Source: an optimization exercise on an open RTL-to-GDS flow (aim: small area and a short achievable clock period). Production flows keep margins and buffers that such runs may drop.
At most, simulation tests tie the RTL to the original design; equivalence was not proved.
No activity file was given, so power comes from the tool's default toggle rates.

## trial 25
Design main, start of the top module:
module main(
    input CLK67MHZ,
    input sckPort,
    input mosiPort,
    input sselPort,
    input resetPort,
    output upPort,
    output downPort
    );
    wire clk = CLK67MHZ;
    wire reset = resetPort;
    wire [39:0] data;
    wire        chg;
    wire [39:0] prev;
    getOmega omega(clk, sckPort, mosiPort, sselPort, data, chg, prev);
    wire [15:0] kl;
    wire [12:0] kp;
    wire [13:0] km;
    wire [3:0]  od, od_nx;
    bitShifter bs(clk, chg, prev, kl, kp, km, od, od_nx);
    wire en, en_nx, en_nr, en_rst;
    clkDivider getClk(clk, reset, od_nx, en, en_nx, en_nr, en_rst);
    wire [1:0] sdOut;
    sigma_delta_twopiece sigma_delta_twopiece(clk, reset, en, en_nr, en_rst, kl, kp, km, sdOut);
    reg d1, up_r, dn_r;
    always @(posedge clk) begin
        d1   <= sdOut[0];
        up_r <= ~(d1 & sdOut[0]);
        dn_r <= ~(d1 | sdOut[0]);
    end
    assign upPort = up_r;
    assign downPort = dn_r;
endmodule
Size in the first run: roughly 2,200 cells after synthesis, ~350 flip-flops, ~7 I/O pins, about 19,000 sq um of cells after synthesis.
export LEC_CHECK = 0
export ABC_AREA = 1
export CAP_MARGIN = 20
export CORE_MARGIN = 2
export CORE_UTILIZATION = 40
export CTS_CLUSTER_DIAMETER = 120
export CTS_CLUSTER_SIZE = 24
export SLEW_MARGIN = 20
export TNS_END_PERCENT = 20
create_clock -name core_clock -period 10.0 [get_ports {CLK67MHZ}]
standard.sh (not shown) runs the stock make flow with config.mk's settings and CLKGATE_MAP_FILE= SYNTH_SCRIPT=/design/flow/synth_recipe.tcl, a recipe that flattens the netlist after the stock synthesis.
==> flow/flow/run.sh <==
#!/bin/bash
set -euo pipefail
bash standard.sh SETUP_SLACK_MARGIN=7.2 finish > flow_standard.log 2>&1
#### Input delta (trial 17 over trial 25)
==> flow/run.sh (new file) <==
#!/bin/bash
# synth_recipe.tcl (not shown) runs the flow's synth.tcl, then flattens the netlist and writes it again
# the make line also repeats each setting of config.mk as NAME=value (left out here)
make -C /OpenROAD-flow-scripts/flow DESIGN_CONFIG=/design/flow/config.mk WORK_HOME=/design/flow/orfs CLKGATE_MAP_FILE= SYNTH_SCRIPT=/design/flow/synth_recipe.tcl finish
-- flow/config.mk --
<<< trial 25, line 14
>>> trial 17, line 14
export SETUP_SLACK_MARGIN = 5
<<< trial 25, line 15
export TNS_END_PERCENT = 20
>>> trial 17, line 16
export TNS_END_PERCENT = 10
removed: flow/flow/run.sh
removed: flow/standard.sh
Notes after the runs:
Row number of filler cells placed in the layout: trial 17 higher / trial 25 lower. Diff trial 25..trial 17 | max-cap violation count | unchanged. As far as number of failing setup endpoints in the final timing report is concerned, trial 17 and trial 25 perform about the same. Setup WNS trial 25 -> trial 17: worse. The fraction of power spent switching nets of trial 17 is higher than that of trial 25. Final period demand of the worst path on trial 17 is up relative to trial 25. Between trial 17 and trial 25, the clock power is lower for trial 17. Summary of trial 17 over trial 25: total power divided by cell area has remained practically unchanged; worst hold slack has remained practically unchanged; design area has decreased.

========
== middle ==
The RTL this note starts from:
==> flow/design.v <==
`timescale 1ns / 1ps
module getOmega(
   input clk,
   input sck,
   input mosi,
   input ssel,
   output reg [39:0] omega,
   output reg chg,
   output wire [39:0] prev
);
    reg [2:0] SCKr;
    reg [1:0] SSELr;
    reg [1:0] MOSIr;
    always @(posedge clk) begin
        SCKr  <= {SCKr[1:0], sck};
        SSELr <= {SSELr[0], ssel};
        MOSIr <= {MOSIr[0], mosi};
    end
    wire sck_rise = ~SCKr[2] & SCKr[1];
    wire idle = SSELr[1];
    reg [40:0] sr;
    always @(posedge clk)
        if (sck_rise)
            sr <= {sr[39:0], MOSIr[1]};
    always @(posedge clk) begin
        if (idle)
            omega <= sr[39:0];
        chg <= idle & (sr[39:0] != omega);
    end
    assign prev = chg ? sr[40:1] : omega;
endmodule
module capped_adder(f, kin, en, sk, so, out);
	input [39:0] f;
	input [27:0] kin;
	input en, sk, so;
	output [39:0] out;
	wire nk = en & ~sk;                  
	wire no = en & ~so;                  
	wire [29:0] k = en ? (sk ? {2'b00, kin} : ~{2'b00, kin}) : 30'd0;
	wire [29:0] c = {{13{no}}, en, 16'd0};
	wire [29:0] hs = f[29:0] ^ k ^ c;
	wire [29:0] hc = (f[29:0] & k) | (f[29:0] & c) | (k & c);
	wire [30:0] t = {1'b0, hs} + {1'b0, hc[28:0], nk};
	wire [1:0] q = {1'b0, hc[29]} + {1'b0, t[30]};
	wire [1:0] m = {1'b0, nk} + {1'b0, no};
	wire inc = q > m;
	wire dec = q < m;
	wire [9:0] fh = f[39:30];
	wire [9:0] fh_inc = fh + 10'd1;
	wire [9:0] fh_dec = fh - 10'd1;
	wire [9:0] hi = inc ? fh_inc : dec ? fh_dec : fh;
	wire povf = inc & (fh == 10'h1ff);
	wire novf = dec & (fh == 10'h200);
	assign out = povf ? 40'h7fffffffff : novf ? 40'h8000000000 : {hi, t[29:0]};
endmodule
module sd2(clk, reset, en, sd_in, bs_out);
input clk, reset;
input en;
input [11:0] sd_in;
output bs_out;
reg [13:0] sd_reg1;
reg [13:0] sd_reg2;
wire s = sd_reg1[13];
assign bs_out = ~s;
wire [13:0] in = {{2{sd_in[11]}}, sd_in};
wire [13:0] c2 = s ? 14'h0800 : 14'h3801;
wire [13:0] c1 = s ? 14'h1000 : 14'h3002;
always @(posedge clk) begin
	sd_reg1 <= reset ? 14'd0 : en ? sd_reg1 + sd_reg2 + in + c1 : sd_reg1;
	sd_reg2 <= reset ? 14'd0 : en ? sd_reg2 + in + c2 : sd_reg2;
end
endmodule
module sd_two_piece #(parameter [39:0] RESETVAL = 40'd0) (clk, reset, en, kin, sk, sd_out);
input clk, reset;
input en;
input [27:0] kin;
input sk;
output sd_out;
	reg [39:0] feedback;
	wire [39:0] next;
	capped_adder add(feedback, kin, en, sk, sd_out, next);
	always @(posedge clk)
		feedback <= reset ? RESETVAL : next;
	sd2 sd_one(
	.clk(clk),
	.reset(reset),
	.en(en),
	.sd_in(feedback[39:28]),
	.bs_out(sd_out));
endmodule
module sigma_delta_twopiece(clk, reset, en, kin, sd_out);
input clk, reset;
input en;
input [27:0] kin;
output [1:0] sd_out;
	sd_two_piece #(.RESETVAL(40'h7fffffffff))
	piece_0 (
		.clk(clk),
		.reset(reset),
		.en(en),
		.kin(kin),
		.sk(sd_out[1]),
		.sd_out(sd_out[0]));
	sd_two_piece #(.RESETVAL(40'h0000000000))
	piece_1 (
		.clk(clk),
		.reset(reset),
		.en(en),
		.kin(kin),
		.sk(~sd_out[0]),
		.sd_out(sd_out[1]));
endmodule
`timescale 1ns / 1ps
module clkDivider(
    input inClk,
    input reset,
    input wire [3:0] od_nx,    
    output reg outEn
    );
    reg [10:0] cnt;
    wire [10:0] cnt_nx = reset ? 11'd0 : cnt + 11'd1;
    wire [3:0] n = 4'd12 - od_nx;
    wire [3:0] neff = (n > 4'd11) ? 4'd11 : n;
    wire [10:0] mask = (11'd1 << neff) - 11'd1;
    always @(posedge inClk) begin
        cnt <= cnt_nx;
        outEn <= (neff == 4'd0) || ((cnt_nx & mask) == (mask >> 1));
    end
endmodule
`timescale 1ns / 1ps
module main(
    input CLK67MHZ,
    input sckPort,
    input mosiPort,
    input sselPort,
    input resetPort,
    output upPort,
    output downPort
    );
    wire clk = CLK67MHZ;
    wire reset = resetPort;
    wire [39:0] data;
    wire        chg;
    wire [39:0] prev;
    getOmega omega(clk, sckPort, mosiPort, sselPort, data, chg, prev);
    wire [27:0] kin;
    wire [3:0]  od, od_nx;
    bitShifter bs(clk, chg, prev, kin, od, od_nx);
    wire en;
    clkDivider getClk(clk, reset, od_nx, en);
    wire [1:0] sdOut;
    sigma_delta_twopiece sigma_delta_twopiece(clk, reset, en, kin, sdOut);
    reg d1, up_r, dn_r;
    always @(posedge clk) begin
        d1   <= sdOut[0];
        up_r <= ~(d1 & sdOut[0]);
        dn_r <= ~(d1 | sdOut[0]);
    end
    assign upPort = up_r;
    assign downPort = dn_r;
endmodule
module bitShifter(clk, chg, prev, outval, outdivider, outdivider_nx);
input clk;
input chg;                   
input [39:0] prev;           
output reg [27:0] outval;
output reg [3:0] outdivider;
output [3:0] outdivider_nx;
reg [39:0] internal_reg;
reg [3:0] countshift;
reg enable, inreg;
wire finished = |internal_reg[39:28];
assign outdivider_nx = finished ? outdivider : countshift;
always @(posedge clk) begin
    if (chg) begin
        enable <= 1'b1;
        inreg <= 1'b1;
        countshift <= 4'd0;
    end else if (enable) begin
        inreg <= 1'b0;
        if (!inreg && finished)
            countshift <= countshift + 4'd1;
    end
    if (inreg)
        internal_reg <= prev;
    else if (finished)
        internal_reg <= internal_reg >> 1;
    if (!finished) begin
        outval <= internal_reg[27:0];
        outdivider <= countshift;
    end
end
endmodule
==> flow/config.mk <==
export PLATFORM = sky130hd
export DESIGN_NAME = main
export DESIGN_NICKNAME = main
export VERILOG_FILES = /design/flow/design.v
export SDC_FILE = /design/flow/constraint.sdc
export NUM_CORES = 4
export LEC_CHECK = 0
export CAP_MARGIN = 20
export CORE_MARGIN = 2
export CORE_UTILIZATION = 40
export SETUP_SLACK_MARGIN = 5
export SLEW_MARGIN = 20
==> flow/constraint.sdc <==
create_clock -name core_clock -period 10.0 [get_ports {CLK67MHZ}]
set_input_delay 2.0000 -clock core_clock [delete_from_list [all_inputs] [get_ports {CLK67MHZ}]]
set_output_delay 2.0000 -clock core_clock [all_outputs]
set_load 0.01 [all_outputs]
run.sh (not shown) runs the stock make flow with config.mk's settings and CLKGATE_MAP_FILE= SYNTH_SCRIPT=/design/flow/synth_recipe.tcl, a recipe that flattens the netlist after the stock synthesis.
Stock flow here: none of the scripts above is used.
middle completed every stage of the flow, and the final layout passed the timing, design-rule and antenna checks.
What west does differently from middle at the input level:
Settings: clearing SETUP_SLACK_MARGIN, which used to be 5.
Results
west finished end to end and its layout was clean on timing, DRC and antenna. Summary — non-clock buffer count, west relative to middle: lower, by 97. The higher post-detailed-route wirelength per cell of west and middle is in middle. middle -> west: synthesized area delta 0, exact match. Compare west and middle | power lower: west.
No run of this note included a check of the RTL's function; only the layout flow was run.

-- separate check: timing with driven ports --
The results above use ideal ports. As a check the final layouts listed here were re-extracted and re-timed, cells and wires unchanged.
Step 1 (the two cells are an assumption about what drives the block):
set clk [get_ports {CLK67MHZ}]
set_driving_cell -lib_cell sky130_fd_sc_hd__clkbuf_16 $clk
set_driving_cell -lib_cell sky130_fd_sc_hd__buf_2 [delete_from_list [all_inputs] $clk]
Step 2, shift: input delay + t, output delay - t, t = (earliest + latest rising clock arrival at the registers) / 2. This alone moves slack from input paths to output paths.
a / b / c = ideal / step 1 / step 2; a / b = the first two.
run	t, ns	slack for setup (ns)	worst slew at a driven data input, ns
trial 25	0.585	7.041 / 6.984 / 6.672	0.03
trial 17	0.583	6.314 / 6.314 / 6.310	0.03
middle	0.621	3.943 / 3.943 / 3.943	0.04
west	0.599	2.311 / 2.311 / 2.311	0.03
After both steps setup and hold are still met in every run listed. For trial 25, which loses most, drivers alone change the setup slack by -0.057 ns; drivers and shift together by -0.369 ns.
